This is an optimization exercise on Yosys and OpenROAD, whose aim is small area, not a production implementation.
The RTL was checked by simulation tests, not by an equivalence proof against the original design.

==> inputs of exp/juniper <==
## fz80wide
module fz80wide(clk, reset, pc_out, insn_in, adr_out, data_in, data_out,
	mw_l, mw_u, iord, iowr, intreq, intack, nmireq, nmiack, busreq, busack);
Settings: LEC_CHECK=0, ABC_AREA=1, CAP_MARGIN=20, CORE_MARGIN=2, CORE_UTILIZATION=55, SETUP_SLACK_MARGIN=0.3, SLEW_MARGIN=20; clock period 13.5 ns.
run.sh (not shown) runs the stock make flow with config.mk's settings and CLKGATE_MAP_FILE= SYNTH_SCRIPT=/design/flow/synth_recipe.tcl, a recipe that flattens the netlist after the stock synthesis.
==> inputs of exp/quartz, as changes to exp/juniper <==
==> flow/flow/run.sh (new file) <==
#!/bin/bash
# The standard layout (standard.sh, ORFS steps unchanged) with two changes:
#  - synthesis is synth_recipe.tcl with only its ABC mapping script replaced
#    (flow/abc_synth.tcl, flow/map.abc);
#  - the port buffers that ORFS inserts at global placement are sky130_fd_sc_hd__buf_2
#    instead of the default delay-cell buffer.
# The full make output goes to flow_make.log here; each ORFS step also keeps its own log
# under orfs/logs/.
set -euo pipefail
WORK=$(pwd)
export FLOW_SYNTH_TCL=$WORK/synth_recipe.tcl
export ABC_SCRIPT_FILE=$WORK/flow/map.abc
bash standard.sh "SYNTH_SCRIPT=$WORK/flow/abc_synth.tcl" \
  "BUFFER_PORTS_ARGS=-buffer_cell sky130_fd_sc_hd__buf_2" finish > flow_make.log 2>&1
==> flow/flow/abc_synth.tcl (new file) <==
# The standard synthesis script (synth_recipe.tcl, sourced unchanged), except for the
# technology-mapping ABC call: it runs the ABC script flow/map.abc (yosys's built-in
# liberty-mapping script without ABC's own buffering and gate sizing, which the layout
# flow's repair steps do instead). Flip-flops are mapped by dfflibmap before this call,
# so the registers (names, count, cell types) are those of the standard synthesis.
proc abc {args} {
  set i [lsearch -exact $args -script]
  if {$i >= 0} { set args [lreplace $args $i [expr {$i + 1}]] }
  set j [lsearch -exact $args -D]
  if {$j >= 0} { set args [lreplace $args $j [expr {$j + 1}]] }
  set args [linsert $args 0 -script $::env(ABC_SCRIPT_FILE)]
  lappend args -D 5000
  puts "abc $args"
  yosys abc {*}$args
}
source $::env(FLOW_SYNTH_TCL)
==> flow/flow/map.abc (new file) <==
strash
&get -n
&fraig -x
&put
scorr
dc2
dretime
strash
&get -n
&dch -f
&nf -D 5000
&put
stime -p
==> flow/standard.sh (new file) <==
#!/bin/bash
# synth_recipe.tcl (not shown) runs the flow's synth.tcl, then flattens the netlist and writes it again
# the make line also repeats each setting of config.mk as NAME=value (left out here)
make -C /OpenROAD-flow-scripts/flow DESIGN_CONFIG=/design/flow/config.mk WORK_HOME=/design/flow/orfs CLKGATE_MAP_FILE= SYNTH_SCRIPT=/design/flow/synth_recipe.tcl "${@:-finish}"
--- a/flow/config.mk
+++ b/flow/config.mk
@@ -7,6 +7,5 @@
 export LEC_CHECK = 0
-export ABC_AREA = 1
 export CAP_MARGIN = 20
 export CORE_MARGIN = 2
-export CORE_UTILIZATION = 55
+export CORE_UTILIZATION = 60
 export SETUP_SLACK_MARGIN = 0.3
removed: flow/run.sh
==> qor summary <==
Met2 usage in global routing: exp/juniper 0.788; exp/quartz 0.777
Proportion of cell area occupied by registers: exp/juniper 0.189; exp/quartz 0.204
Library cell contributing the largest single delay on the critical path: exp/juniper sky130_fd_sc_hd__xor2_1; exp/quartz sky130_fd_sc_hd__edfxtp_1
Count of buffers added by post-CTS timing repair for setup: exp/juniper 0; exp/quartz 5
Status: exp/juniper finished clean; exp/quartz finished clean
Nonclk buf count: exp/juniper 310; exp/quartz 376
Global Route Usage Sum: exp/juniper 0.552; exp/quartz 0.588
Combined area of all synthesized cells: exp/juniper 31,800 µm²; exp/quartz 28,000 µm²
Die area: exp/juniper 59,800 µm²; exp/quartz 48,400 µm²
Multi-input gate share of total cell area: exp/juniper 0.601; exp/quartz 0.637
Post-route clock skew: exp/juniper 0.0385 ns; exp/quartz 0.0353 ns
Startpoint of the lowest-slack register-to-register path: exp/juniper o_e[0]$_DFFE_PN_; exp/quartz preIndex_e$_DFFE_PN_
Min Hold Slack: exp/juniper 0.448 ns; exp/quartz 0.424 ns
Number of logic stages on the critical path including buffering: exp/juniper 46; exp/quartz 51
Vias in the first global route: exp/juniper 36,600; exp/quartz 32,500
Pre-CTS setup slack: exp/juniper 0.275 ns; exp/quartz 0.0673 ns

-- static timing again, ports no longer ideal --
No port has a modelled driver above. Below, the same layouts with a new extraction and two added sets of constraints.
Step 1 assumes that a clkbuf_16 drives the clock port and a buf_2 every other input.
Step 2 also shifts input and output timing later by t, the mid clock arrival at the registers, as if the neighbouring blocks saw the same clock.
a / b / c = no drivers / after step 1 / after step 2; a / b = the first two.
run	shift t [ns]	setup WS [ns]	worst hold slack (ns)	worst register clock-pin slew, ns	worst data-port slew with drivers (ns)
exp/juniper	0.651	0.345 / 0.276 / 0.495	0.448 / 0.448 / 0.448	0.08 / 0.08	0.05
exp/quartz	0.663	0.322 / 0.258 / 0.319	0.424 / 0.424 / 0.424	0.08 / 0.08	0.07
After both steps setup and hold are still met in every run listed. The setup slack of exp/quartz, which loses most, moves by -0.064 ns with the drivers and by -0.003 ns with both steps.
